What follows belongs to an exercise in optimizing a design on an open flow for small area; a production flow would make more cautious choices. In this exercise RTL edits were held to simulation tests only and were not proved equivalent to the original. Power and IR drop assume default switching activity.

--- flow/design.v ---
module processor( input         clk, reset,
                  output [31:0] PC,
                  input  [31:0] instruction,
                  output        WE,
                  output [31:0] address_to_mem,
                  output [31:0] data_to_mem,
                  input  [31:0] data_from_mem
                );
    wire [6:0] opcode = instruction[6:0];
    wire [2:0] f3     = instruction[14:12];
    wire [6:0] f7     = instruction[31:25];
    wire [4:0] a1     = instruction[19:15];
    wire [4:0] a2     = instruction[24:20];
    wire [4:0] a3     = instruction[11:7];
    wire is_op    = opcode == 7'b0110011;
    wire is_addi  = opcode == 7'b0010011;
    wire is_qb    = opcode == 7'b0001011;
    wire is_lw    = opcode == 7'b0000011;
    wire is_sw    = opcode == 7'b0100011;
    wire is_beq   = opcode == 7'b1100011;
    wire is_jal   = opcode == 7'b1101111;
    wire is_jalr  = opcode == 7'b1100111;
    wire is_auipc = opcode == 7'b0010111;
    wire is_lui   = opcode == 7'b0110111;
    wire stop     = ~(is_op | is_addi | is_qb | is_lw | is_sw | is_beq |
                      is_jal | is_jalr | is_auipc | is_lui);
    wire f7_zero = f7 == 7'b0000000;
    wire f7_sub  = f7 == 7'b0100000;
    wire op_and  = is_op & f7_zero & (f3 == 3'b111);
    wire op_slt  = is_op & f7_zero & (f3 == 3'b010);
    wire op_sll  = is_op & f7_zero & (f3 == 3'b001);
    wire op_srl  = is_op & f7_zero & (f3 == 3'b101);
    wire op_sra  = is_op & f7_sub  & (f3 == 3'b101);
    wire op_sub  = is_op & f7_sub  & (f3 != 3'b101);
    wire op_shift = op_sll | op_srl | op_sra;
    wire reg_write = is_op | is_addi | is_qb | is_lw | is_jal | is_jalr |
                     is_auipc | is_lui;
    reg  [31:0] my_PC;
    wire [31:0] rs1, rs2, wd;
    reg  [31:1] valid;
    wire [31:0] r [0:31];
    assign r[0] = 32'b0;
    wire [31:1] sel1, sel2, wen;
    genvar gi;
    generate
        for (gi = 1; gi < 32; gi = gi + 1) begin : g_reg
            reg [31:0] q;
            always @(posedge clk)
                if (wen[gi]) q <= wd;
            assign r[gi]    = q;
            assign wen[gi]  = reg_write & (a3 == gi);
            assign sel1[gi] = valid[gi] & (a1 == gi);
            assign sel2[gi] = valid[gi] & (a2 == gi);
        end
    endgenerate
    always @(posedge clk)
        if (reset) valid <= 31'b0;
        else       valid <= valid | wen;
    wire [32*31-1:0] rflat;
    generate
        for (gi = 1; gi < 32; gi = gi + 1) begin : g_flat
            assign rflat[32*(gi-1) +: 32] = r[gi];
        end
    endgenerate
    rdport p1(.sel(sel1), .d(rflat), .y(rs1));
    rdport p2(.sel(sel2), .d(rflat), .y(rs2));
    wire [31:0] immI = {{21{instruction[31]}}, instruction[30:20]};
    wire [31:0] immS = {{21{instruction[31]}}, instruction[30:25], instruction[11:7]};
    wire [31:0] immB = {{20{instruction[31]}}, instruction[7], instruction[30:25], instruction[11:8], 1'b0};
    wire [31:0] immJ = {{12{instruction[31]}}, instruction[19:12], instruction[20], instruction[30:21], 1'b0};
    wire [31:0] immU = {instruction[31:12], 12'b0};
    wire use_pc = is_auipc | is_jal | is_beq;
    wire negb   = op_sub | op_slt;
    wire useR   = is_op | is_qb;
    wire selA_r = ~(use_pc | is_lui);
    wire selI   = is_addi | is_lw | is_jalr;
    wire selS   = is_sw;
    wire selB   = is_beq;
    wire selJ   = is_jal;
    wire selU   = is_auipc | is_lui;
    wire [31:0] sum;
    addsec u_add(.rs1(rs1), .rs2(rs2), .pc(my_PC), .ins(instruction[31:7]),
                 .selA_r(selA_r), .selA_pc(use_pc), .useR(useR), .negb(negb), .qb(is_qb),
                 .selI(selI), .selS(selS), .selB(selB), .selJ(selJ), .selU(selU),
                 .sum(sum));
    wire slt = (rs1[31] ^ rs2[31]) ? rs1[31] : sum[31];
    wire [31:0] shr, shl;
    wire big  = |rs2[31:5];
    wire fill = op_sra & rs1[31];
    shifter u_sh(.x(rs1), .amt(rs2[4:0]), .left(op_sll), .fill(fill), .r(shr), .l(shl));
    wire [31:0] pc4;
    inc30 u_inc(.pc(my_PC[31:2]), .y(pc4[31:2]));
    assign pc4[1:0] = my_PC[1:0];
    wire sh_r = (op_srl | op_sra) & ~big;
    wire sh_l = op_sll & ~big;
    wire sh_f = op_sra & big & rs1[31];
    wire s_sum = ~(is_lw | is_jal | is_jalr | op_and | op_slt | op_shift);
    wbmux u_wb(.s_mem(is_lw), .s_pc4(is_jal | is_jalr), .s_and(op_and), .s_slt(op_slt),
               .s_shr(sh_r), .s_shl(sh_l), .s_sum(s_sum), .fillall(sh_f),
               .mem(data_from_mem), .pc4(pc4), .rs1(rs1), .rs2(rs2), .slt(slt),
               .shr(shr), .shl(shl), .sum(sum), .y(wd));
    wire eqv;
    eqm u_eq(.a(rs1), .b(rs2), .eq(eqv));
    wire taken = is_jal | is_jalr | (is_beq & eqv);
    always @(posedge clk)
        if (reset)      my_PC <= 32'b0;
        else if (stop)  my_PC <= my_PC;
        else if (taken) my_PC <= sum;
        else            my_PC <= pc4;
    assign PC = my_PC;
    assign WE = is_sw;
    assign address_to_mem = sum;
    assign data_to_mem = rs2;
endmodule
module rdport(input [31:1] sel, input [32*31-1:0] d, output [31:0] y);
    genvar b;
    generate
        for (b = 0; b < 32; b = b + 1) begin : g_bit
            wire [31:1] t;
            wire [9:0]  g;
            genvar k;
            for (k = 1; k < 32; k = k + 1) begin : g_t
                assign t[k] = d[32*(k-1) + b];
            end
            for (k = 0; k < 10; k = k + 1) begin : g_g
                aoi222 u(.a1(sel[3*k+1]), .a2(t[3*k+1]), .b1(sel[3*k+2]), .b2(t[3*k+2]),
                         .c1(sel[3*k+3]), .c2(t[3*k+3]), .y(g[k]));
            end
            wire n31, o0, o1, z;
            nand2g u31(.a(sel[31]), .b(t[31]), .y(n31));
            nand4g u0(.a(g[0]), .b(g[1]), .c(g[2]), .d(g[3]), .y(o0));
            nand4g u1(.a(g[4]), .b(g[5]), .c(g[6]), .d(g[7]), .y(o1));
            nor2g  u2(.a(o0), .b(o1), .y(z));
            nand4g uo(.a(z), .b(g[8]), .c(g[9]), .d(n31), .y(y[b]));
        end
    endgenerate
endmodule
module aoi222(input a1, a2, b1, b2, c1, c2, output y);
    assign y = ~((a1 & a2) | (b1 & b2) | (c1 & c2));
endmodule
module nand2g(input a, b, output y);
    assign y = ~(a & b);
endmodule
module nand3g(input a, b, c, output y);
    assign y = ~(a & b & c);
endmodule
module nand4g(input a, b, c, d, output y);
    assign y = ~(a & b & c & d);
endmodule
module or3g(input a, b, c, output y);
    assign y = a | b | c;
endmodule
module mux2i(input a0, a1, s, output y);
    assign y = ~(s ? a1 : a0);
endmodule
module shifter(input [31:0] x, input [4:0] amt, input left, input fill,
               output [31:0] r, output [31:0] l);
    wire [31:0] s0, s1, s2, s3, s4, s5;
    wire nfill = ~fill;
    genvar i;
    generate
        for (i = 0; i < 32; i = i + 1) begin : g_s
            mux2i u0(.a0(x[i]),  .a1(x[31-i]), .s(left), .y(s0[i]));
            mux2i u1(.a0(s0[i]), .a1(i + 1  < 32 ? s0[(i+1)  % 32] : nfill), .s(amt[0]), .y(s1[i]));
            mux2i u2(.a0(s1[i]), .a1(i + 2  < 32 ? s1[(i+2)  % 32] :  fill), .s(amt[1]), .y(s2[i]));
            mux2i u3(.a0(s2[i]), .a1(i + 4  < 32 ? s2[(i+4)  % 32] : nfill), .s(amt[2]), .y(s3[i]));
            mux2i u4(.a0(s3[i]), .a1(i + 8  < 32 ? s3[(i+8)  % 32] :  fill), .s(amt[3]), .y(s4[i]));
            mux2i u5(.a0(s4[i]), .a1(i + 16 < 32 ? s4[(i+16) % 32] : nfill), .s(amt[4]), .y(s5[i]));
            assign r[i] = s5[i];
            assign l[i] = s5[31-i];
        end
    endgenerate
endmodule
module wbmux(input s_mem, s_pc4, s_and, s_slt, s_shr, s_shl, s_sum, fillall,
             input [31:0] mem, pc4, rs1, rs2, input slt,
             input [31:0] shr, shl, sum, output [31:0] y);
    genvar i;
    generate
        for (i = 0; i < 32; i = i + 1) begin : g_b
            wire n1, n2, np;
            a32oi  u1(.a1(rs1[i]), .a2(rs2[i]), .a3(s_and), .b1(s_mem), .b2(mem[i]), .y(n1));
            nand2g up(.a(s_pc4), .b(pc4[i]), .y(np));
            aoi222 u2(.a1(s_shr), .a2(shr[i]), .b1(s_shl), .b2(shl[i]), .c1(s_sum), .c2(sum[i]), .y(n2));
            if (i == 0) begin : g_0
                wire n3 = ~((s_slt & slt) | fillall);
                nand4g u3(.a(n1), .b(n2), .c(n3), .d(np), .y(y[i]));
            end else begin : g_n
                wire nf = ~fillall;
                nand4g u3(.a(n1), .b(n2), .c(nf), .d(np), .y(y[i]));
            end
        end
    endgenerate
endmodule
module inc30(input [29:0] pc, output [29:0] y);
    wire [30:0] c;
    assign c[0] = 1'b1;
    genvar i;
    generate
        for (i = 0; i < 30; i = i + 1) begin : g_i
            hadd u(.a(pc[i]), .b(c[i]), .s(y[i]), .c(c[i+1]));
        end
    endgenerate
endmodule
module eqm(input [31:0] a, b, output eq);
    assign eq = a == b;
endmodule
module addsec(input [31:0] rs1, rs2, pc, input [31:7] ins,
              input selA_r, selA_pc, useR, negb, qb,
              input selI, selS, selB, selJ, selU,
              output [31:0] sum);
    wire [31:0] na, nb, x, g, p, gq, pq;
    wire selIJ   = selI | selJ;
    wire selSB   = selS | selB;
    wire selIS   = selI | selS;
    wire selISB  = selI | selS | selB;
    wire selJU   = selJ | selU;
    wire selIm   = selISB | selJ;
    wire selAll  = selIm | selU;
    genvar i;
    generate
        for (i = 0; i < 32; i = i + 1) begin : g_op
            a22oi ua(.a1(rs1[i]), .a2(selA_r), .b1(pc[i]), .b2(selA_pc), .y(na[i]));
            xor2g ux(.a(rs2[i]), .b(negb), .y(x[i]));
            if (i == 0) begin : b0
                aoi222 ub(.a1(useR), .a2(x[i]), .b1(selI), .b2(ins[20]), .c1(selS), .c2(ins[7]), .y(nb[i]));
            end else if (i < 5) begin : b4
                aoi222 ub(.a1(useR), .a2(x[i]), .b1(selIJ), .b2(ins[20+i]), .c1(selSB), .c2(ins[7+i]), .y(nb[i]));
            end else if (i < 11) begin : b10
                a22oi  ub(.a1(useR), .a2(x[i]), .b1(selIm), .b2(ins[20+i]), .y(nb[i]));
            end else if (i == 11) begin : b11
                assign nb[i] = ~((useR & x[i]) | (selIS & ins[31]) | (selB & ins[7]) | (selJ & ins[20]));
            end else if (i < 20) begin : b19
                aoi222 ub(.a1(useR), .a2(x[i]), .b1(selISB), .b2(ins[31]), .c1(selJU), .c2(ins[i]), .y(nb[i]));
            end else if (i < 31) begin : b30
                aoi222 ub(.a1(useR), .a2(x[i]), .b1(selIm), .b2(ins[31]), .c1(selU), .c2(ins[i]), .y(nb[i]));
            end else begin : b31
                a22oi  ub(.a1(useR), .a2(x[i]), .b1(selAll), .b2(ins[31]), .y(nb[i]));
            end
            xor2g up(.a(na[i]), .b(nb[i]), .y(p[i]));
            if (i % 8 == 7) begin : q
                nor3g ug(.a(na[i]), .b(nb[i]), .c(qb), .y(g[i]));
                nor2bg uq(.a(qb), .bn(p[i]), .y(pq[i]));
            end else begin : nq
                nor2g ug(.a(na[i]), .b(nb[i]), .y(g[i]));
                assign pq[i] = p[i];
            end
        end
    endgenerate
    assign gq[0] = 1'b0;
    wire g0c;
    a21og u0(.a1(p[0]), .a2(negb), .b1(g[0]), .y(g0c));
    wire [31:0] G0 = {g[31:1], g0c};
    wire [31:0] P0 = pq;
    wire [31:0] G1, P1, G2, P2, G3, P3, G4, P4, G5;
    generate
        for (i = 0; i < 32; i = i + 1) begin : g_up
            if (i % 2 == 1) begin : l1
                a21og ug(.a1(P0[i]), .a2(G0[i-1]), .b1(G0[i]), .y(G1[i]));
                if (i >= 2) begin : pp and2g up(.a(P0[i]), .b(P0[i-1]), .y(P1[i])); end
                else begin : np assign P1[i] = 1'b0; end
            end else begin : k1
                assign G1[i] = G0[i]; assign P1[i] = P0[i];
            end
            if (i % 4 == 3) begin : l2
                a21og ug(.a1(P1[i]), .a2(G1[i-2]), .b1(G1[i]), .y(G2[i]));
                if (i >= 4) begin : pp and2g up(.a(P1[i]), .b(P1[i-2]), .y(P2[i])); end
                else begin : np assign P2[i] = 1'b0; end
            end else begin : k2
                assign G2[i] = G1[i]; assign P2[i] = P1[i];
            end
            if (i % 8 == 7) begin : l3
                a21og ug(.a1(P2[i]), .a2(G2[i-4]), .b1(G2[i]), .y(G3[i]));
                if (i >= 8) begin : pp and2g up(.a(P2[i]), .b(P2[i-4]), .y(P3[i])); end
                else begin : np assign P3[i] = 1'b0; end
            end else begin : k3
                assign G3[i] = G2[i]; assign P3[i] = P2[i];
            end
            if (i % 16 == 15) begin : l4
                a21og ug(.a1(P3[i]), .a2(G3[i-8]), .b1(G3[i]), .y(G4[i]));
                if (i >= 16) begin : pp and2g up(.a(P3[i]), .b(P3[i-8]), .y(P4[i])); end
                else begin : np assign P4[i] = 1'b0; end
            end else begin : k4
                assign G4[i] = G3[i]; assign P4[i] = P3[i];
            end
        end
    endgenerate
    assign G5 = G4;
    wire [31:0] C3, C2, C1, C0;
    generate
        for (i = 0; i < 32; i = i + 1) begin : g_dn
            if (i == 23) begin : d3
                a21og u(.a1(P3[i]), .a2(G5[15]), .b1(G5[i]), .y(C3[i]));
            end else begin : e3
                assign C3[i] = G5[i];
            end
            if (i % 8 == 3 && i >= 8) begin : d2
                a21og u(.a1(P2[i]), .a2(C3[i-4]), .b1(C3[i]), .y(C2[i]));
            end else begin : e2
                assign C2[i] = C3[i];
            end
            if (i % 4 == 1 && i >= 4) begin : d1
                a21og u(.a1(P1[i]), .a2(C2[i-2]), .b1(C2[i]), .y(C1[i]));
            end else begin : e1
                assign C1[i] = C2[i];
            end
            if (i % 2 == 0 && i >= 2) begin : d0
                a21og u(.a1(P0[i]), .a2(C1[i-1]), .b1(C1[i]), .y(C0[i]));
            end else begin : e0
                assign C0[i] = C1[i];
            end
        end
    endgenerate
    generate
        for (i = 0; i < 32; i = i + 1) begin : g_s
            if (i == 0) begin : s0
                xor2g u(.a(p[i]), .b(negb), .y(sum[i]));
            end else begin : sn
                xor2g u(.a(p[i]), .b(C0[i-1]), .y(sum[i]));
            end
        end
    endgenerate
endmodule
module hadd(input a, b, output s, c);
    assign s = a ^ b;
    assign c = a & b;
endmodule
module a22oi(input a1, a2, b1, b2, output y);
    assign y = ~((a1 & a2) | (b1 & b2));
endmodule
module a21og(input a1, a2, b1, output y);
    assign y = (a1 & a2) | b1;
endmodule
module and2g(input a, b, output y);
    assign y = a & b;
endmodule
module xor2g(input a, b, output y);
    assign y = a ^ b;
endmodule
module nor2g(input a, b, output y);
    assign y = ~(a | b);
endmodule
module nor3g(input a, b, c, output y);
    assign y = ~(a | b | c);
endmodule
module nor2bg(input a, bn, output y);
    assign y = ~(a | ~bn);
endmodule
module a32oi(input a1, a2, a3, b1, b2, output y);
    assign y = ~((a1 & a2 & a3) | (b1 & b2));
endmodule
--- flow/flow/run.sh ---
#!/bin/bash
# Standard ORFS layout with two changes: ports are buffered with the smallest
# buffer, and clock tree synthesis inserts no dummy loads.
set -euo pipefail
export BUFFER_PORTS_ARGS="-buffer_cell sky130_fd_sc_hd__buf_1"
export CTS_ARGS="-sink_clustering_enable -repair_clock_nets -dont_use_dummy_load -buf_list sky130_fd_sc_hd__clkbuf_16 -sink_clustering_size 25 -sink_clustering_max_diameter 80"
bash standard.sh finish > standard_flow.log 2>&1
--- flow/config.mk ---
export PLATFORM = sky130hd
export DESIGN_NAME = processor
export DESIGN_NICKNAME = processor
export VERILOG_FILES = /design/flow/design.v
export SDC_FILE = /design/flow/constraint.sdc
export NUM_CORES = 4
export LEC_CHECK = 0
export CAP_MARGIN = 10
export CORE_MARGIN = 2
export CORE_UTILIZATION = 58
export CTS_BUF_LIST = sky130_fd_sc_hd__clkbuf_16
export CTS_CLUSTER_DIAMETER = 80
export CTS_CLUSTER_SIZE = 25
export SETUP_SLACK_MARGIN = 0
export SLEW_MARGIN = 10
export SYNTH_HIERARCHICAL = 1
--- flow/standard.sh ---
#!/bin/bash
# synth_recipe.tcl (not shown) runs the flow's synth.tcl, then flattens the netlist and writes it again
# the make line also repeats each setting of config.mk as NAME=value (left out here)
make -C /OpenROAD-flow-scripts/flow DESIGN_CONFIG=/design/flow/config.mk WORK_HOME=/design/flow/orfs CLKGATE_MAP_FILE= SYNTH_SCRIPT=/design/flow/synth_recipe.tcl "${@:-finish}"
--- flow/constraint.sdc ---
create_clock -name core_clock -period 14.0 [get_ports {clk}]
set_input_delay 2.8000 -clock core_clock [delete_from_list [all_inputs] [get_ports {clk}]]
set_output_delay 2.8000 -clock core_clock [all_outputs]
set_load 0.01 [all_outputs]
==> flow_results.org, run 1 <==
** Worst setup path
- Critical Setup Path Class :: in2out
- STA classifies the critical path startpoint as a primary input.
- Most frequent cell on the critical path :: a21o_1
- Cell family with the largest share of critical-path delay :: simple AND/OR/NAND/NOR gates
- Maximum fanout count along the critical path :: 17
- Among all stages on the critical path, the largest delay is contributed by nand4_1.
- On the worst path, the slowest cell contributes a delay of 0.74 ns.
- At the worst endpoint, the required time is 11.20 ns.
- Sequence of cells on the critical path :: buf_1 -> nor3_1 -> and3_1 -> buf_4 -> a222oi_1 -> nand4_1 -> nor2_1 -> nand4_1 -> xor2_1 -> a222oi_1 -> xor2_1 -> and2_1 -> and2_1 -> and2_1 -> a21o_1 -> a21o_1 -> a21o_1 -> a21o_1 -> xor2_1 -> buf_1
- STA classifies the critical path endpoint as an output pin.
- Crit path buffers/inverters :: 3
- Data arrival time of the worst path :: 9.90 ns

** Routing
- Summing over every cut layer, the via total after detailed routing is 39352.
- For this run, design rule violations remaining after detail routing come to 0.
- First drt pass iteration count :: 21
- Post-detailed-routing wire length :: 198500 um
- Dividing the detail-routed wire length by the instance count gives 43.75 um.
- In the routed layout, each cell is associated on average with a via count of 8.675.
- The count of nets left with antenna violations once routing finished came out at 0.
- The detailed router finished its first iteration with 10802 violations.

** Die
- Number of top-level design ports :: 163
- The floorplan step defined a die boundary enclosing 84840 um2.
- Vert. Die Dim :: 291.3 um
- The floorplan has 105 rows.
- After floorplanning, the core was sized to cover 81850 um2.
- Initial Utilization :: 58.48%
- Die Width :: 291.3 um

** Synth
- Synthesized area divided by synthesized cell count :: 15.29 um2
- Area contributors post-synth :: edfxtp_1 62%, a222oi_1 15%, mux2i_1 4.7%, nand4_1 3.0%, dfxtp_1 2.6%
- Netlist cell types :: 65
- Share of the synthesized area in the top cell type :: 62.23%
- Seq/Total Area, Yosys :: 64.87%
- Count of synthesis-stage warnings from yosys :: 7
- Syn Std Cell Area :: 47870 um2
- When the netlist entered floorplanning its net count stood at 3226.
- Fraction of registers with async set or reset after synthesis :: 0%
- Largest area contributor in the netlist :: edfxtp_1
- Counting flops with a built-in enable in the synthesized netlist gives 992.
- Synth Instances :: 3130
- The most used flip-flop cell after synthesis is edfxtp_1.
- Counting flops and latches in the post-synthesis netlist gives 1055.

** STA
- Adding up every negative setup slack in the final design gives 0 ns.
- At the pin with the least slew margin, the transition time is 1.274 ns.
- Minimum clock period after layout :: 12.70 ns
- Number of hold-slack violations in the final timing report :: 0
- Slew Limit Headroom :: 14.87%
- Final hold slack :: 0.4924 ns
- In the finished design, the share of the clock period the worst path needs comes to 90.69%.
- The number of pins exceeding their max-slew limit in the final report was 0.
- The clock arrives with 0.1105 ns of skew.
- Maximum clock frequency :: 78.76 MHz
- Unrepaired setup endpoints after global routing :: no
- Setup violations remaining at the end of the flow were counted as 0.

** Clock network
- The clock passes through at most 3 buffers.
- Num CTS Buffers :: 52
- The root buffer cell chosen for the clock tree is clkbuf_16.
- In this run the post-CTS setup repair buffer count came out at 0.
- TritonCTS sink count :: 1055
- Number of cells upsized or downsized after cts :: 0
- TritonCTS built the clock tree.
- At the later pin of the worst-skew pair, clock insertion delay measures 0.68 ns.
- In this run, post-CTS hold repair placed 0 buffers.
- After clock tree synthesis, the clock-pin slew on the worst setup and hold paths is 0.10 ns.
- CTS H-tree depth :: 2

** Placement
- Buffers placed on the I/O ports in this run total 162.
- Detailed placement finished with a half-perimeter wire length of 127100 um.
- Number of cells in the design after placement :: 4482
- At the end of routability-driven placement, the weighted congestion stood at 1.048.
- Area post-placement :: 51130 um2

** Global route
- Via count of the first global-routing pass :: 36295
- Total Routing Usage GR :: 45.40%
- Largest net degree at the start of global routing :: 65
- Remaining global-route overflow :: 0
- The initial antenna violation count was 7.
- The first global-routing pass estimated 274500 um of wire.

** Power and ir drop
- Summed over all cells, the static leakage comes to 17.51 nW.
- Clock network fraction of design power :: 30.8%
- Logic gate share of total power :: 3.0%
- Internal power summed over all cells :: 0.004124 W
- Register share of total power :: 66.3%
- Net switching is 20.52% of the power.
- Maximum vdd ir drop :: 0.1105 mV
- Dividing total power by cell area gives a power density of 98.96 nW/um2.
- Switching power of the nets :: 0.001065 W

** Final layout
- Total Nets Final :: 3562
- Relative to the synthesized area, the layout overhead comes to 9.541%.
- Fill cell count :: 5975
- Cells fill 64.06% of the core in the end.
- Once layout is done, the placed cells without fillers occupy 52430 um2.
- Fraction of layout cells with a size suffix above 1 :: 10.28%
- Final instance count without filler cells :: 4536

** Job
- Across the run, the number of max-cap violations was 0.

** Outcome
- Status :: complete, no violations

** Hold path
- Type of the worst min-delay path :: reg2reg
[placed cells by master, fill, tap and decap left out, types with 52 or more instances in the layout]
cell type,count
edfxtp_1,992
a222oi_1,697
nand4_1,228
mux2i_1,224
buf_4,187
buf_1,161
nor2_1,156
xor2_1,128
nand2_1,106
dfxtp_1,63
and3_1,61
a21o_1,53
clkbuf_16,52
[per-layer routing]
metal  GRT usage, %  routed length (um)  up-vias
met4          26.80               16200        6
li1               -                   -    15099
met1          60.89               64770    19113
met3          12.28               34200      770
met5              0                  35        -
met2          66.79               83250     4364
[power groups by stage]
stage | logic, W | clock network, W | registers [W]
finish | 0.000154 | 0.00160 | 0.00344
global route | 0.000159 | 0.00170 | 0.00344
CTS | 0.000147 | 0.00160 | 0.00344
detailed placement | 0.000147 | 0 | 0.00351
global placement | 0.000143 | 0 | 0.00351
floorplan | 0.0000671 | 0 | 0.00351
[per-module statistics from Yosys (local to each module, per instance), a selection]
module,cells inside,copies in the design,flip-flops and latches
nand2g,1,96,0
wbmux,2,1,0
nor2bg,1,3,0
nor2g,1,92,0
aoi222,1,696,0
addsec,9,1,0
[flip-flops by register name, indices dropped and copies added, names as in the netlist]
| name | cells |
|---|---|
| g.q | 992 |
| my_PC | 32 |
| valid | 31 |
[path summary, 6_finish.rpt]
kind	startpoint	endpoint	slack, ns	cells past startpoint
min	valid[14]$_SDFF_PP0_	valid[14]$_SDFF_PP0_	0.49	2
max reg2reg	my_PC[2]$_SDFFE_PP0P_	g_reg[29].q[31]$_DFFE_PP_	6.29	33
max	instruction[21]	address_to_mem[31]	1.30	20
min reg2reg	valid[14]$_SDFF_PP0_	valid[14]$_SDFF_PP0_	0.49	2
[synth_stat cells, drive strengths merged (11+ instances only)]
master / instances
buf: 46
nand3: 11
edfxtp: 992
nand4: 228
a22oi: 39
and3: 62
or2: 13
a222oi: 697
o21ba: 12
nor4: 19
clkbuf: 21
xor2: 128
nor3: 28
a32oi: 32
dfxtp: 63
nor2b: 14
ha: 30
nand2: 106
a221oi: 30
a21o: 53
nor2: 173
a21oi: 19
mux2i: 224
and2: 33
[area by class of cell]
| type | instances | area, um2 | share of cell area [%] |
|---|---|---|---|
| repair buffers | 349 | 2013 | 3.840 |
| well taps | 1070 | 1339 | 2.553 |
| flip-flops and latches | 1055 | 31050 | 59.22 |
| diodes | 2 | 5.005 | 0.009545 |
| inverters | 8 | 30.03 | 0.05727 |
| multi-input cells | 2000 | 16690 | 31.84 |
| clock buffers | 52 | 1301 | 2.482 |
[kinds of logic after synthesis]
family | count (synthesis) | synth area share (%)
xor gates and xnor gates | 129 | 2.360
muxes | 224 | 4.684
buffers and inverters | 75 | 0.9306
and+or+nand+nor | 715 | 8.030
adders and majority gates | 32 | 0.8260
other | 1 | 0.007834
AOI/OAI and AO/OA | 899 | 18.29
DFF | 1055 | 64.87
[through the flow]
stage          worst slack [ns]  power [W]
2_1_floorplan             2.124   0.003576
3_3_place_gp              1.880   0.003652
3_5_place_dp              1.931   0.003656
4_1_cts                   1.897   0.005183
5_1_grt                   1.465   0.005296
6_report                  1.303   0.005188
[worst min-delay path, delay by kind of cell, from the launching register on]
kind | cells | cell delay (ns)
AOI/OAI and AO/OA | 1 | 0.05
DFF | 1 | 0.35
and+or+nand+nor | 1 | 0.07
==> run 2, diff against run 1 <==
==> flow/flow/run.sh (replaced) <==
#!/bin/bash
# Standard ORFS layout with two changes: ports are buffered with the smallest
# buffer, and clock tree synthesis inserts no dummy loads.
set -euo pipefail
export BUFFER_PORTS_ARGS="-buffer_cell sky130_fd_sc_hd__buf_1"
export CTS_ARGS="-sink_clustering_enable -repair_clock_nets -dont_use_dummy_load -buf_list sky130_fd_sc_hd__clkbuf_16 -sink_clustering_size 30 -sink_clustering_max_diameter 80"
bash standard.sh finish > standard_flow.log 2>&1
--- a/flow/config.mk
+++ b/flow/config.mk
@@ -7,10 +7,10 @@
 export LEC_CHECK = 0
 export CAP_MARGIN = 10
 export CORE_MARGIN = 2
-export CORE_UTILIZATION = 58
+export CORE_UTILIZATION = 63
 export CTS_BUF_LIST = sky130_fd_sc_hd__clkbuf_16
 export CTS_CLUSTER_DIAMETER = 80
-export CTS_CLUSTER_SIZE = 25
+export CTS_CLUSTER_SIZE = 30
 export SETUP_SLACK_MARGIN = 0
 export SLEW_MARGIN = 10
 export SYNTH_HIERARCHICAL = 1
==> run 2 against run 1 <==
First-iteration DRC count increased by 2.8%. Setup slack improved by 0.17 ns. Non-clock buffer count down 19. Largest power group unchanged. Combinational power barely moved. Clock power is 6% lower. Critical endpoint unchanged. Core utilization up 4.8 points. Still clean on timing, DRC and antenna. Clock skew increased by 0.024 ns. Area after synthesis unchanged. Sequential share of layout area rose by 0.42 points. Cell area decreased by 0.70%.
==> flow_results.org, run 2 <==
** Clock network
- Total setup buffers inserted after CTS :: 0 (unchanged)
- The quantity of gates resized following cts came to 0 (unchanged).
- The number of H-tree levels was 2 (unchanged).
- Num CTS Buffers :: 47 (-9.6%)
- CTS root buf :: clkbuf_16
- Number of buffers added to fix hold violations after cts :: 0 (unchanged)
- The number of sinks driven by the clock tree was 1055 (unchanged).
- TritonCTS clock tree :: yes
- The worst-case clock buffer depth was 3 (unchanged).
- The insertion delay of the later-clocked pin in the worst-skew pair is 0.69 ns (about the same).
- Clk slew on worst S/H paths :: 0.06 ns (-0.04 ns)

** Global route
- The total congestion overflow after global routing came to 0 (unchanged).
- Global-route wire length before repair :: 267800 um (-2.4%)
- The initial antenna violation count is 4 (-3).
- The number of global-route vias before repair was 36419 (+0.34%).
- The all-layer global routing usage came to 48.45% (+3.0 points).
- Largest net degree at the start of global routing :: 65 (unchanged)

** Synth
- Syn Std Cell Area :: 47870 um2 (unchanged)
- The synthesized instance count is 3130 (unchanged).
- List of most frequent post-synthesis cells :: 992 x edfxtp_1, 697 x a222oi_1, 228 x nand4_1
- Largest area contributor in the netlist :: edfxtp_1
- The total of flip-flops plus latches after synthesis came to 1055 (unchanged).
- Top-count cell post-synth :: edfxtp_1
- For this run, the leading register cell type out of synthesis is edfxtp_1.
- The count of distinct cell types in the synthesized netlist is 65 (unchanged).
- Sorting the synthesized cells by area gives the leading types as edfxtp_1 62%, a222oi_1 15%, mux2i_1 4.7%, nand4_1 3.0%, dfxtp_1 2.6%.
- The synthesized net count is 3226 (unchanged).
- Share of the synthesized area in the top cell type :: 62.23% (unchanged)
- Fraction of registers with async set or reset after synthesis :: 0% (unchanged)
- Number of enable-type register cells in the synthesized netlist :: 992 (unchanged)
- The total of warnings raised by yosys is 7 (unchanged).
- The sequential fraction of the synthesis area came to 64.87% (unchanged).
- Synthesized area divided by synthesized cell count :: 15.29 um2 (unchanged)

** Placement
- The area of placed instances is 50880 um2 (-0.49%).
- The half-perimeter wire length after detailed placement was 122200 um (-3.9%).
- The weighted congestion reported at the end of routability-driven placement came to 1.062 (+1.3%).
- Number of buffer cells added on primary ports :: 162 (unchanged)

** Hold path
- The path class of the tightest hold or removal check is reg2reg.
- Min-delay src :: valid[27]$_SDFF_PP0_
- Hold path cells :: 1 (-1)
- Endpoint of the worst hold path :: valid[27]$_SDFF_PP0_

** Final layout
- Registers with the most flip-flops :: g.q x992, my_PC x32, valid x31
- Max FFs per register :: 992 (unchanged)
- Layout Utilization :: 68.90% (+4.8 points)
- Most frequent standard cell in the layout excluding fill and tap cells :: edfxtp_1
- The final design area excluding fillers is 52060 um2 (-0.70%).
- Leading cell types in the layout, fill and taps excluded :: 992 x edfxtp_1, 697 x a222oi_1, 228 x nand4_1
- Fill cell count :: 5169 (-13%)
- The number of nets in the layout was 3538 (-0.67%).
- The share of final-layout standard cells stronger than drive strength 1 came to 9.826% (-0.45 points).
- Most flop-heavy register :: g.q
- Area Overhead vs Synth :: 8.772%

** Die
- Vert. Die Dim :: 279.6 um (-4.0%)
- Die Footprint :: 78200 um2 (-7.8%)
- The width of the chip came to 279.6 um (-4.0%).
- The placeable core region is 75570 um2 (-7.7%).
- The top-level I/O count was 163 (unchanged).
- Initial Utilization :: 63.34% (+4.9 points)
- Number of placement rows :: 101 (-3.8%)

** STA
- Worst slew pin tran :: 1.411 ns (+0.1373 ns)
- The worst hold margin is 0.4934 ns (+0.001000 ns).
- The summed negative setup slack over all endpoints is 0 ns (unchanged).
- Number of slew-limit violations in the final report :: 0 (unchanged)
- The count of final setup violators was 0 (unchanged).
- Unrepaired setup endpoints after global routing :: no
- The remaining max-slew budget at the tightest pin is 5.920% (-9.0 points).
- The maximum clock frequency is 79.85 MHz (+1.4%).
- Clock skew after layout :: 0.1350 ns (+0.02447 ns)
- Final clock period utilization by the worst path :: 89.45% (-1.2 points)
- The final hold violation count is 0 (unchanged).
- Minimum clock period after layout :: 12.52 ns (-0.1742 ns)

** Worst setup path
- Among the stages of the critical path, the cell type that occurs most often is a21o_1.
- The register-to-register setup slack came to 6.44 ns (+0.15 ns).
- The data required time at the worst endpoint came to 11.20 ns (about the same).
- Kind of launch point of the worst setup path :: primary input
- Critical register-to-register path startpoint :: valid[6]$_SDFF_PP0_
- Slowest cell on the critical path :: nand4_1
- Data arrival time of the worst path :: 9.72 ns (-0.18 ns)
- Number of cells on the worst reg-to-reg path :: 22 (-33%)
- The peak fanout along the critical path came to 17 (unchanged).
- Critical Setup Path Class :: in2out
- Traced cell by cell, the critical path runs through buf_1 -> nor2b_1 -> and3_1 -> buf_4 -> a222oi_1 -> nand4_1 -> nor2_1 -> nand4_1 -> a22oi_2 -> xor2_1 -> a21o_1 -> a21o_1 -> a21o_1 -> a21o_1 -> a21o_1 -> a21o_1 -> a21o_1 -> a21o_1 -> a21o_1 -> xor2_1 -> buf_1.
- The peak per-stage delay on the critical path is 0.77 ns (+0.03 ns).
- The worst setup path is captured at an output pin.
- Reg-to-reg critical path endpoint :: g_reg[27].q[0]$_DFFE_PP_

** Routing
- The violation count after the first detailed-route iteration was 11102 (+2.8%).
- WL/cell :: 44.16 um (+0.93%)
- The via count of the routed design is 39607 (+0.65%).
- DRC :: 0 (unchanged)
- Detail-routed via count per cell :: 8.955 (+3.2%)
- The total detailed-routing wirelength is 195300 um (-1.6%).
- Number of nets with antenna violations after detailed routing :: 0 (unchanged)
- First drt pass iteration count :: 14 (-33%)

** Power and ir drop
- Maximum vdd ir drop :: 0.1569 mV (+42%)
- Power Dens Cells :: 97.98 nW/um2 (-0.99%)
- The total leakage power is 17.34 nW (-0.94%).

** Job
- Maximum capacitance violations :: 0 (unchanged)

** Outcome
- The flow ran to the end and the layout has no timing, DRC or antenna violations.
run 2: cell counts after synthesis:
Identical to the previous run, type by type.
run 2: modules after synthesis, one instance, submodules excluded, excerpt:
module / cells / area (um2) / flops+latches
inc30: 1 / 3.754 / 0
wbmux: 2 / 12.51 / 0
shifter: 33 / 244.0 / 0
mux2i: 1 / 10.01 / 0
hadd: 1 / 12.51 / 0
aoi222: 1 / 10.01 / 0
nor2bg: 1 / 13.76 / 0
nand4g: 1 / 6.256 / 0
run 2: power by group:
group / internal (W) / switching (W) / leakage, nW
logic: 0.0000347 / 0.000117 / 6.89
clock network: 0.000600 / 0.000910 / 0.579
registers: 0.00343 / 0.0000107 / 9.87
run 2: worst max path at each step:
stage	slack, ns	cells after the start	to	start
after CTS	2.05	23	address_to_mem[31]	instruction[20]
final	1.48	21	address_to_mem[31]	instruction[18]
after floorplan	2.12	18	address_to_mem[31]	instruction[3]
after global placement	2.10	23	address_to_mem[31]	instruction[20]
after detailed placement	2.10	23	address_to_mem[31]	instruction[20]
after global routing	1.60	21	address_to_mem[31]	instruction[19]
run 2: area by class of cell:
type | count | area [um2] | area share, %
Sequential cell | 1055 | 31050 | 59.64
Multi-Input combinational cell | 2000 | 16700 | 32.08
Timing Repair Buffer | 330 | 1871 | 3.593
Tap cell | 978 | 1224 | 2.350
Clock buffer | 47 | 1176 | 2.259
Inverter | 8 | 30.03 | 0.05768
Antenna cell | 5 | 12.51 | 0.02403
run 2: cells by family (layout without fill, tap and decap cells):
family | count (synthesis) | after routing | share of synthesized area (%)
buffers and inverters | 75 | 385 | 0.9306
other | 1 | 6 | 0.007834
muxes | 224 | 224 | 4.684
xor gates and xnor gates | 129 | 129 | 2.360
AOI/OAI and AO/OA | 899 | 899 | 18.29
DFF | 1055 | 1055 | 64.87
adders and majority gates | 32 | 32 | 0.8260
and+or+nand+nor | 715 | 715 | 8.030
run 2: routing by layer:
| metal | routed length (um) | vias to the layer above | share of wire [%] | GRT usage [%] |
|---|---|---|---|---|
| li1 | - | 15071 | - | - |
| met1 | 60700 | 19010 | 31 | 63.27 |
| met4 | 16930 | 4 | 8.7 | 30.55 |
| met3 | 36700 | 879 | 19 | 16.25 |
| met2 | 80950 | 4643 | 41 | 70.12 |
| met5 | 17 | - | 0.0087 | 0 |
run 2: worst max-delay path: cells and delay by family:
kind / cells / cell delay [ns]
simple gates: 5 / 2.29
buf+inv: 3 / 1.09
compound gates: 11 / 2.91
xor+xnor: 2 / 0.59
run 2: through the flow:
stage	setup WS, ns	instances	power, W
2_1_floorplan	2.124	3130	0.003576
3_3_place_gp	2.105	4371	0.003648
3_5_place_dp	2.097	4371	0.003653
4_1_cts	2.054	4418	0.005082
5_1_grt	1.603	4418	0.005185
6_report	1.477	4423	0.005101
==> run 3, diff against run 2 <==
--- a/flow/design.v
+++ b/flow/design.v
@@ -37,7 +37,6 @@
                      is_auipc | is_lui;
     reg  [31:0] my_PC;
     wire [31:0] rs1, rs2, wd;
-    reg  [31:1] valid;
     wire [31:0] r [0:31];
     assign r[0] = 32'b0;
     wire [31:1] sel1, sel2, wen;
@@ -48,14 +47,11 @@
             always @(posedge clk)
                 if (wen[gi]) q <= wd;
             assign r[gi]    = q;
-            assign wen[gi]  = reg_write & (a3 == gi);
-            assign sel1[gi] = valid[gi] & (a1 == gi);
-            assign sel2[gi] = valid[gi] & (a2 == gi);
+            assign wen[gi]  = (reg_write & (a3 == gi)) | reset;
+            assign sel1[gi] = a1 == gi;
+            assign sel2[gi] = a2 == gi;
         end
     endgenerate
-    always @(posedge clk)
-        if (reset) valid <= 31'b0;
-        else       valid <= valid | wen;
     wire [32*31-1:0] rflat;
     generate
         for (gi = 1; gi < 32; gi = gi + 1) begin : g_flat
@@ -93,10 +89,12 @@
     assign pc4[1:0] = my_PC[1:0];
     wire sh_r = (op_srl | op_sra) & ~big;
     wire sh_l = op_sll & ~big;
-    wire sh_f = op_sra & big & rs1[31];
-    wire s_sum = ~(is_lw | is_jal | is_jalr | op_and | op_slt | op_shift);
-    wbmux u_wb(.s_mem(is_lw), .s_pc4(is_jal | is_jalr), .s_and(op_and), .s_slt(op_slt),
-               .s_shr(sh_r), .s_shl(sh_l), .s_sum(s_sum), .fillall(sh_f),
+    wire nrst = ~reset;
+    wire sh_f = op_sra & big & rs1[31] & nrst;
+    wire s_sum = ~(is_lw | is_jal | is_jalr | op_and | op_slt | op_shift) & nrst;
+    wbmux u_wb(.s_mem(is_lw & nrst), .s_pc4((is_jal | is_jalr) & nrst), .s_and(op_and & nrst),
+               .s_slt(op_slt & nrst), .s_shr(sh_r & nrst), .s_shl(sh_l & nrst), .s_sum(s_sum),
+               .fillall(sh_f),
                .mem(data_from_mem), .pc4(pc4), .rs1(rs1), .rs2(rs2), .slt(slt),
                .shr(shr), .shl(shl), .sum(sum), .y(wd));
     wire eqv;
==> flow/flow/run.sh (replaced) <==
#!/bin/bash
# Standard ORFS layout with two changes: ports are buffered with the smallest
# buffer, and clock tree synthesis inserts no dummy loads.
set -euo pipefail
export BUFFER_PORTS_ARGS="-buffer_cell sky130_fd_sc_hd__buf_1"
export CTS_ARGS="-sink_clustering_enable -repair_clock_nets -dont_use_dummy_load -buf_list sky130_fd_sc_hd__clkbuf_16 -sink_clustering_size 25 -sink_clustering_max_diameter 80"
bash standard.sh finish > standard_flow.log 2>&1
--- a/flow/config.mk
+++ b/flow/config.mk
@@ -7,10 +7,10 @@
 export LEC_CHECK = 0
 export CAP_MARGIN = 10
 export CORE_MARGIN = 2
-export CORE_UTILIZATION = 63
+export CORE_UTILIZATION = 58
 export CTS_BUF_LIST = sky130_fd_sc_hd__clkbuf_16
 export CTS_CLUSTER_DIAMETER = 80
-export CTS_CLUSTER_SIZE = 30
+export CTS_CLUSTER_SIZE = 25
 export SETUP_SLACK_MARGIN = 0
 export SLEW_MARGIN = 10
 export SYNTH_HIERARCHICAL = 1
==> run 3 against run 2 <==
Final cell count rose by 0.41%. Largest power group unchanged. Still clean on timing, DRC and antenna. Global-route usage fell by 4.0 points. Critical endpoint unchanged. Via count fell by 2.4%. Combinational power rose to 9.1 times the previous value. Non-clock buffer count fell by 11.
==> flow_results.org, run 3 <==
** Outcome
- Status :: complete, no violations

** Synth
- Sorting the synthesized cells by how often they occur yields 992 x edfxtp_1, 697 x a222oi_1, 227 x nand4_1.
- Count of synthesis-stage warnings from yosys :: 7 (unchanged)
- Fraction of registers with async set or reset after synthesis :: 0% (unchanged)
- FF+latch count, synth :: 1024 (-2.9%)
- The number of enable-type register cells in the synthesized netlist came to 992 (unchanged).
- The synthesized instance count is 3081 (-1.6%).
- Share of the synthesized area in the top cell type :: 62.94% (+0.70 points)
- edfxtp_1 is the most common cell in the netlist.
- Syn Std Cell Area :: 47330 um2 (-1.1%)
- Mapped Nets :: 3177 (-1.5%)
- Largest area contributor in the netlist :: edfxtp_1
- Area contributors post-synth :: edfxtp_1 63%, a222oi_1 15%, mux2i_1 4.7%, nand4_1 3.0%, xor2_1 2.4%
- Netlist cell types :: 57 (-12%)
- The mean cell area of the mapped netlist was 15.36 um2 (+0.45%).
- For this run, the leading register cell type out of synthesis is edfxtp_1.
- Seq/Total Area, Yosys :: 64.29% (-0.58 points)

** Placement
- Setup slack after placement :: 1.835 ns (-0.2618 ns)
- The count of input and output buffers came to 162 (unchanged).
- Routability congestion estimate from global placement :: 1.030 (-3.1%)
- The half-perimeter wire length after detailed placement came to 120400 um (-1.4%).
- The area of placed instances was 50390 um2 (-0.95%).

** Power and ir drop
- Power Dens Cells :: 134.2 nW/um2 (+37%)
- Maximum vdd ir drop :: 0.1218 mV (-22%)
- The total leakage power is 17.59 nW (+1.5%).

** Die
- Die Width :: 289.7 um (+3.6%)
- The number of standard-cell rows in the floorplan was 104 (+3.0%).
- The top-level I/O count is 163 (unchanged).
- Vert. Die Dim :: 289.7 um (+3.6%)
- Core ar. :: 80680 um2 (+6.8%)
- The die area was 83910 um2 (+7.3%).
- The initial core utilization came to 58.67% (-4.7 points).

** Clock network
- The worst-case clock buffer depth is 3 (unchanged).
- The number of sinks driven by the clock tree was 1024 (-2.9%).
- Clock insertion delay at the later pin of the skew report :: 0.69 ns (about the same)
- Num CTS Buffers :: 52 (+11%)
- Number of buffers added to fix hold violations after cts :: 0 (unchanged)
- Number of cells upsized or downsized after cts :: 0 (unchanged)
- CTS H-tree depth :: 2 (unchanged)
- TritonCTS clock tree :: yes
- CTS root buf :: clkbuf_16
- The clock-pin slew on the worst setup and hold paths was 0.07 ns (about the same).
- Total setup buffers inserted after CTS :: 0 (unchanged)

** Routing
- The DRC violations left was 0 (unchanged).
- The via count of the routed design was 38655 (-2.4%).
- The ratio of routed vias to standard cells was 8.704 (-2.8%).
- The violation count after the first detailed-route iteration was 10557 (-4.9%).
- Post-detailed-routing wire length :: 191900 um (-1.7%)
- Number of nets with antenna violations after detailed routing :: 0 (unchanged)
- First drt pass iteration count :: 16 (+2)
- WL/cell :: 43.22 um (-2.1%)

** Final layout
- The number of flip-flops under the largest register name is 992 (unchanged).
- Fill cell count :: 5928 (+15%)
- Most flop-heavy register :: g.q
- Area Overhead vs Synth :: 9.289%
- Most frequent standard cell in the layout excluding fill and tap cells :: edfxtp_1
- Layout Utilization :: 64.12% (-4.8 points)
- Total Nets Final :: 3469 (-2.0%)
- Fraction of layout cells with a size suffix above 1 :: 11.42% (+1.6 points)
- Leading cell types in the layout, fill and taps excluded :: 992 x edfxtp_1, 697 x a222oi_1, 227 x nand4_1
- Registers with the most flip-flops :: g.q x992, my_PC x32
- Final std cell area, no fill :: 51730 um2 (-0.65%)

** STA
- The number of pins exceeding their max-slew limit in the final report came to 0 (unchanged).
- The worst clock skew on the final layout was 0.1454 ns (+0.01045 ns).
- Setup repair after global routing left no endpoint under its margin.
- The remaining max-slew budget at the tightest pin is 7.893% (+2.0 points).
- Minimum clock period after layout :: 12.63 ns (+0.1046 ns)
- The summed negative setup slack over all endpoints is 0 ns (unchanged).
- The count of final setup violators came to 0 (unchanged).
- The fraction of the cycle the final worst path needs was 90.20% (+0.75 points).
- The slew of the pin with the lowest slew margin came to 1.382 ns (-0.02960 ns).
- The final hold violation count came to 0 (unchanged).
- The maximum clock frequency is 79.19 MHz (-0.83%).
- Final WS setup :: 1.372 ns (-0.1046 ns)

** Worst setup path
- Most frequent cell on the critical path :: a21o_1
- Cell family with the largest share of critical-path delay :: simple AND/OR/NAND/NOR gates
- Slowest cell on the critical path :: buf_1
- Sequence of cells on the critical path :: buf_1 -> buf_4 -> or3_1 -> nor2_4 -> buf_4 -> a222oi_1 -> nand4_1 -> nor2_1 -> nand4_1 -> xor2_1 -> a222oi_1 -> xor2_1 -> nor2b_4 -> and2_1 -> and2_1 -> and2_1 -> a21o_1 -> a21o_1 -> a21o_1 -> a21o_1 -> xor2_1 -> buf_1
- The peak fanout along the critical path came to 32 (+15).
- Crit path buffers/inverters :: 4 (+1)
- Critical Setup Path Class :: in2out
- The worst setup path is launched from a primary input.
- The worst setup path is captured at an output pin.
- The data required time at the worst endpoint came to 11.20 ns (about the same).
- Data arrival time of the worst path :: 9.83 ns (+0.11 ns)
- The peak per-stage delay on the critical path came to 0.83 ns (+0.06 ns).

** Global route
- Total Routing Usage GR :: 44.44% (-4.0 points)
- The initial antenna violation count is 16 (+12).
- The total congestion overflow after global routing was 0 (unchanged).
- Largest net degree at the start of global routing :: 70 (+7.7%)
- The wire length of the first global-routing pass is 262700 um (-1.9%).
- Via count of the first global-routing pass :: 35477 (-2.6%)

** Hold path
- The tightest min-delay check is of the reg2reg type.

** Job
- The number of maximum-capacitance violations was 0 (unchanged).
## run 3: changes by cell type after synthesis, moves of 12 or more
cell / change
a31o_2: +31
a2111oi_1: +18
dfxtp_1: -31
a221oi_1: -30
nor2_1: -17
nor4b_1: +29
a2111oi_2: +12
a21oi_1: +18
and3_1: -57
## run 3: metrics by stage
stage,hold WS (ns),std cells,total power [W]
final,0.6069,4441,0.006940
after detailed placement,0.5898,4379,0.005337
after floorplan,0.5315,3081,0.004751
after CTS,0.6052,4431,0.006841
after global routing,0.6396,4433,0.007073
after global placement,0.5768,4379,0.005296
## run 3: logic make-up (layout without fill, tap and decap cells)
| group | count (synthesis) | in the layout | share of synthesized area, % |
|---|---|---|---|
| xor gates and xnor gates | 129 | 129 | 2.387 |
| other | 1 | 11 | 0.007923 |
| and+or+nand+nor | 657 | 657 | 7.526 |
| buffers and inverters | 86 | 376 | 1.100 |
| adders and majority gates | 32 | 32 | 0.8354 |
| DFF | 1024 | 1024 | 64.29 |
| muxes | 224 | 224 | 4.737 |
| AOI/OAI and AO/OA | 928 | 928 | 19.12 |
## run 3: worst reg2reg max path, delay by kind of cell (launching register included)
family / cells / cell delay (ns)
adder cells (fa/ha/maj): 30 / 6.27
buffers and inverters: 1 / 0.36
flip-flops: 1 / 0.40
AND/OR/NAND/NOR: 2 / 0.30
## run 3: power breakdown
| group | switching [W] | leakage (nW) | internal [W] | total [W] |
|---|---|---|---|---|
| clock | 0.000921 | 0.641 | 0.000659 | 0.00158 |
| sequential | 0.000175 | 10.4 | 0.00381 | 0.00398 |
| combinational | 0.00103 | 6.51 | 0.000354 | 0.00138 |
## run 3: worst paths after layout
kind | start | endpoint | slack [ns] | cells after the start
setup / recovery | instruction[20] | address_to_mem[31] | 1.37 | 22
hold / removal | my_PC[29]$_SDFFE_PP0P_ | my_PC[29]$_SDFFE_PP0P_ | 0.61 | 2
setup reg to reg | my_PC[2]$_SDFFE_PP0P_ | g_reg[29].q[31]$_DFFE_PP_ | 6.41 | 33
hold reg to reg | my_PC[29]$_SDFFE_PP0P_ | my_PC[29]$_SDFFE_PP0P_ | 0.61 | 2
## run 3: area by class of cell
class                           count  area, um2  area share [%]
Sequential cell                  1024      30430           58.83
Multi-Input combinational cell   1971      16840           32.55
Timing Repair Buffer              319       1788           3.457
Tap cell                         1060       1326           2.564
Clock buffer                       52       1301           2.516
Antenna cell                       10      25.02         0.04838
Inverter                            5      18.77         0.03628
## run 3: modules after synthesis, one instance, submodules excluded, a selection
module	flip-flops and latches	cell area, um2	times used	cells
nor2g	0	3.754	92	1
a21og	0	7.507	53	1
mux2i	0	10.01	192	1
wbmux	0	12.51	1	2
processor	1024	33070	1	1415
aoi222	0	10.01	696	1
## run 3: routing by layer
metal  track usage (%)  wire length [um]  share of wire [%]  up-vias
met2             65.32             81900                 43     4027
met3             16.25             33400                 17      786
met5                 0                63              0.033        -
met1             58.39             63390                 33    18924
met4             22.45             13180                6.9        8
li1                  -                 -                  -    14910
==> run 4, diff against run 3 <==
==> flow/flow/run.sh (replaced) <==
#!/bin/bash
# Standard ORFS layout with three changes: ports are buffered with the
# smallest buffer, clock tree synthesis inserts no dummy loads, and global
# routing downsizes gates off the critical paths (power recovery).
set -euo pipefail
export BUFFER_PORTS_ARGS="-buffer_cell sky130_fd_sc_hd__buf_1"
export CTS_ARGS="-sink_clustering_enable -repair_clock_nets -dont_use_dummy_load -buf_list sky130_fd_sc_hd__clkbuf_16 -sink_clustering_size 30 -sink_clustering_max_diameter 80"
export RECOVER_POWER=100
bash standard.sh finish > standard_flow.log 2>&1
==> flow/config.mk (replaced) <==
export PLATFORM = sky130hd
export DESIGN_NAME = processor
export DESIGN_NICKNAME = processor
export VERILOG_FILES = /design/flow/design.v
export SDC_FILE = /design/flow/constraint.sdc
export NUM_CORES = 4
export LEC_CHECK = 0
export CAP_MARGIN = 25
export CORE_MARGIN = 2
export CORE_UTILIZATION = 63
export CTS_BUF_LIST = sky130_fd_sc_hd__clkbuf_16
export CTS_CLUSTER_DIAMETER = 80
export CTS_CLUSTER_SIZE = 30
export SETUP_SLACK_MARGIN = 0
export SLEW_MARGIN = 15
export SYNTH_HIERARCHICAL = 1
==> run 4 against run 3 <==
Critical path depth fell by 1. Now fails the layout checks on max-capacitance violations, max-slew violations. Area after synthesis did not move. Total power fell by 2.1%. Maximum frequency decreased by 5.4%. Core utilization up 4.7 points. Wire length fell by 1.9%. Sequential cell count did not move. Die area shrank 7.8%. Global-route usage rose by 2.7 points. Setup slack lost 0.73 ns.
==> flow_results.org, run 4 <==
** STA
- Unrepaired setup endpoints after global routing :: no
- Slew Limit Headroom :: -104.2% (-110 points)
- The final hold violation count was 0 (unchanged).
- The shortest period the worst path allows is 13.35 ns (+0.7250 ns).
- Number of slew-limit violations in the final report :: 1958 (+1958)
- Worst slew pin tran :: 3.063 ns (+1.682 ns)
- The fraction of the cycle the final worst path needs came to 95.38% (+5.2 points).
- Final WS setup :: 0.6474 ns (-0.7250 ns)
- The maximum clock frequency was 74.89 MHz (-5.4%).
- The count of final setup violators is 0 (unchanged).
- Clock skew after layout :: 0.09957 ns (-0.04584 ns)
- The summed negative setup slack over all endpoints came to 0 ns (unchanged).

** Worst setup path
- The worst setup path is of the in2out kind.
- In this run the worst setup path begins at instruction[21].
- Cell family with the largest share of critical-path delay :: compound AO/OA/AOI/OAI gates
- The worst-case reg-to-reg path depth was 33 (unchanged).
- The sum of buffers and inverters on the critical path came to 3 (-1).
- Sequence of cells on the critical path :: clkbuf_1 -> nand2b_1 -> nor3_2 -> clkbuf_1 -> a222oi_1 -> nand4_1 -> nor2_1 -> nand4_1 -> xor2_1 -> a222oi_1 -> xor2_1 -> and2_0 -> and2_1 -> a21o_1 -> a21o_1 -> a21o_1 -> a21o_1 -> a21o_1 -> a21o_1 -> xor2_1 -> buf_1
- Worst stage delay on the critical path :: 1.68 ns (+0.85 ns)
- Kind of launch point of the worst setup path :: primary input
- The peak fanout along the critical path was 32 (unchanged).
- The total number of cells along the worst setup path is 21 (-4.5%).
- Data arrival time of the worst path :: 10.55 ns (+0.72 ns)
- The worst setup path is captured at an output pin.
- Required time worst endpoint :: 11.20 ns (about the same)
- Critical register-to-register path startpoint :: my_PC[2]$_SDFFE_PP0P_
- Among all stages on the critical path, the largest delay is contributed by clkbuf_1.
- Most frequent cell on the critical path :: a21o_1

** Routing
- The number of search-and-repair iterations in the first detailed-routing pass came to 14 (-2).
- Detail-routed via count per cell :: 8.944 (+2.8%)
- Number of nets with antenna violations after detailed routing :: 0 (unchanged)
- Total number of vias :: 39110 (+1.2%)
- The total detailed-routing wirelength is 188200 um (-1.9%).
- The DRC violations left is 0 (unchanged).
- The violation count after the first detailed-route iteration came to 10736 (+1.7%).
- WL/cell :: 43.03 um (-0.42%)

** Global route
- Remaining global-route overflow :: 0 (unchanged)
- Largest net degree at the start of global routing :: 70 (unchanged)
- The initial antenna violation count is 15 (-1).
- Via count of the first global-routing pass :: 36701 (+3.5%)
- The wire length of the first global-routing pass was 261000 um (-0.64%).
- Total Routing Usage GR :: 47.11% (+2.7 points)

** Final layout
- Most flop-heavy register :: g.q
- Layout Utilization :: 68.79% (+4.7 points)
- Area Overhead vs Synth :: 8.203%
- Final instance count without filler cells :: 4373 (-1.5%)
- Most frequent standard cell in the layout excluding fill and tap cells :: edfxtp_1
- Registers with the most flip-flops :: g.q x992, my_PC x32
- Leaving out fill and tap cells, the most frequent cells in the layout are 992 x edfxtp_1, 697 x a222oi_1, 227 x nand4_1.
- Max FFs per register :: 992 (unchanged)
- The share of final-layout standard cells stronger than drive strength 1 is 8.503% (-2.9 points).
- The number of nets in the layout was 3485 (+0.46%).
- Fill cell count :: 5115 (-14%)

** Power and ir drop
- Maximum vdd ir drop :: 0.1309 mV (+7.5%)
- The internal power came to 0.004733 W (-1.8%).
- Power Dens Cells :: 132.7 nW/um2 (-1.1%)
- Switching share of total power :: 30.35% (-0.22 points)
- The total leakage power came to 17.27 nW (-1.8%).
- Switching power of the nets :: 0.002062 W (-2.8%)
- The part of the total power dissipated in the clock network is 21.4% (-1.4 points).
- Register share of total power :: 58.9% (+1.5 points)
- Logic gate share of total power :: 19.7% (-0.2 points)

** Clock network
- TritonCTS sink count :: 1024 (unchanged)
- CTS H-tree depth :: 2 (unchanged)
- The number of buffers inserted during clock tree synthesis came to 44 (-15%).
- Clock insertion delay at the later pin of the skew report :: 0.66 ns (-0.03 ns)
- The quantity of gates resized following cts came to 0 (unchanged).
- CTS root buf :: clkbuf_16
- Number of buffers added to fix hold violations after cts :: 0 (unchanged)
- Total setup buffers inserted after CTS :: 0 (unchanged)
- The clock-pin slew on the worst setup and hold paths came to 0.07 ns (about the same).
- TritonCTS clock tree :: yes
- The worst-case clock buffer depth was 3 (unchanged).

** Synth
- Count of synthesis-stage warnings from yosys :: 7 (unchanged)
- Number of enable-type register cells in the synthesized netlist :: 992 (unchanged)
- For this run, the leading register cell type out of synthesis is edfxtp_1.
- Share of the synthesized area in the top cell type :: 62.94% (unchanged)
- FF+latch count, synth :: 1024 (unchanged)
- The mean cell area of the mapped netlist came to 15.36 um2 (unchanged).
- The sequential fraction of the synthesis area is 64.29% (unchanged).
- Fraction of registers with async set or reset after synthesis :: 0% (unchanged)
- Area contributors post-synth :: edfxtp_1 63%, a222oi_1 15%, mux2i_1 4.7%, nand4_1 3.0%, xor2_1 2.4%
- Top-count cell post-synth :: edfxtp_1
- The cell area after synthesis is 47330 um2 (unchanged).
- The count of distinct cell types in the synthesized netlist was 57 (unchanged).
- Mapped Nets :: 3177 (unchanged)
- The largest total area in the synthesized netlist belongs to edfxtp_1.
- The synthesized instance count was 3081 (unchanged).
- After synthesis, the most frequently instantiated cells are 992 x edfxtp_1, 697 x a222oi_1, 227 x nand4_1.

** Die
- Number of top-level design ports :: 163 (unchanged)
- Initial Utilization :: 63.58% (+4.9 points)
- Core ar. :: 74450 um2 (-7.7%)
- Vert. Die Dim :: 278.1 um (-4.0%)
- The width of the chip came to 278.1 um (-4.0%).
- The number of standard-cell rows in the floorplan was 100 (-3.8%).
- The die area is 77340 um2 (-7.8%).

** Placement
- Detailed placer's ending HPWL :: 118800 um (-1.4%)
- The placed cell count came to 4308 (-1.6%).
- The count of input and output buffers was 162 (unchanged).
- The worst-case setup slack after placement came to 2.085 ns (+0.2498 ns).
- The weighted congestion reported at the end of routability-driven placement is 1.037 (+0.67%).

** Hold path
- Hold path cells :: 2 (unchanged)
- Type of the worst min-delay path :: reg2reg
- Min-delay src :: my_PC[31]$_SDFFE_PP0P_

** Outcome
- Layout check failures :: max-capacitance violations, max-slew violations
- The flow ran to the end, but the layout failed its checks.

** Job
- Maximum capacitance violations :: 65 (+65)
-- run 4: power by group through the flow --
| stage | sequential [W] | combinational, W | clock [W] |
|---|---|---|---|
| 4_1_cts | 0.00398 | 0.00128 | 0.00144 |
| 3_3_place_gp | 0.00402 | 0.00124 | 0 |
| 5_1_grt | 0.00403 | 0.00135 | 0.00155 |
| 3_5_place_dp | 0.00405 | 0.00127 | 0 |
| 2_1_floorplan | 0.00399 | 0.000761 | 0 |
| 6_report | 0.00400 | 0.00134 | 0.00145 |
-- run 4: kinds of logic (layout without fill, tap and decap cells) --
logic type | count (synthesis) | in the layout | share of synthesized area (%)
AND/OR/NAND/NOR | 657 | 657 | 7.526
XOR/XNOR | 129 | 129 | 2.387
flip-flops | 1024 | 1024 | 64.29
buffers and inverters | 86 | 392 | 1.100
multiplexers | 224 | 224 | 4.737
other | 1 | 18 | 0.007923
adder cells (fa/ha/maj) | 32 | 32 | 0.8354
AO/OA/AOI/OAI | 928 | 928 | 19.12
-- run 4: area by class of cell --
cell class / count / area, um2 / share of cell area [%]
well taps: 969 / 1212 / 2.367
flip-flops and latches: 1024 / 30430 / 59.42
clock buffers: 44 / 1101 / 2.150
repair buffers: 343 / 1694 / 3.308
multi-input cells: 1971 / 16710 / 32.64
inverters: 5 / 18.77 / 0.03665
diodes: 17 / 42.54 / 0.08307
-- run 4: per-stage QoR --
step / hold slack, ns / power (W) / area, um2
2_1_floorplan: 0.5315 / 0.004751 / 47330
3_3_place_gp: 0.5762 / 0.005259 / 50300
3_5_place_dp: 0.5890 / 0.005320 / 50630
4_1_cts: 0.5953 / 0.006693 / 51730
5_1_grt: 0.6389 / 0.006925 / 51180
6_report: 0.5955 / 0.006795 / 51210
-- run 4: path summary, 6_finish.rpt --
kind	end	slack, ns
max	address_to_mem[31]	0.65
min reg2reg	my_PC[31]$_SDFFE_PP0P_	0.60
min	my_PC[31]$_SDFFE_PP0P_	0.60
max reg2reg	g_reg[27].q[31]$_DFFE_PP_	5.42
-- run 4: tightest hold or removal path, stage by stage (launching register included) --
cell and delay, ns:
dfxtp_1 0.36, a21oi_1 0.12, a2111oi_0 0.07
-- run 4: routing by layer --
metal  GRT usage (%)  vias to the layer above  share of wire, %
met5         0.06254                        -              0.13
met1           59.21                    18833                31
met2           69.85                     4357                43
met3           17.93                      956                17
met4           27.94                       10               8.1
li1                -                    14954                 -
-- run 4: per-module statistics from Yosys (local to each module, per instance), a selection --
module	flip-flops and latches	copies in the design	cells
wbmux	0	1	2
nor2g	0	92	1
xor2g	0	96	1
nor2bg	0	3	1
hadd	0	30	1
aoi222	0	696	1
a21og	0	53	1
a22oi	0	39	1
and2g	0	22	1
mux2i	0	192	1
nor3g	0	3	1
processor	1024	1	1415
nand2g	0	96	1

re-timing with driven ports:
In the flow no input, the clock included, has a driving cell. The finished layouts below were timed again as built, in two steps.
Step 1: set_driving_cell puts a clkbuf_16 on clk and a buf_2 on each other input, an assumption about the parent block.
Step 2 also shifts input and output timing later by t, the mid clock arrival at the registers, as if the neighbouring blocks saw the same clock.
Slacks: ideal ports / drivers / drivers and shift; pairs: ideal ports / drivers.
| run | t, ns | setup WS [ns] | clock arrival spread, ns | slew at the worst register clock pin (ns) | pins driven straight from the clock port |
|---|---|---|---|---|---|
| run 1 | 0.704 | 1.303 / 1.224 / 1.224 | 0.111 / 0.111 | 0.10 / 0.10 | 1 |
| run 2 | 0.696 | 1.477 / 1.444 / 1.444 | 0.135 / 0.135 | 0.11 / 0.11 | 1 |
| run 3 | 0.688 | 1.372 / 1.336 / 1.336 | 0.145 / 0.146 | 0.11 / 0.11 | 1 |
| run 4 | 0.684 | 0.647 / 0.620 / 0.620 | 0.099 / 0.099 | 0.11 / 0.11 | 1 |
The setup slack of run 1, which loses most, moves by -0.079 ns with the drivers and by -0.079 ns with both steps.
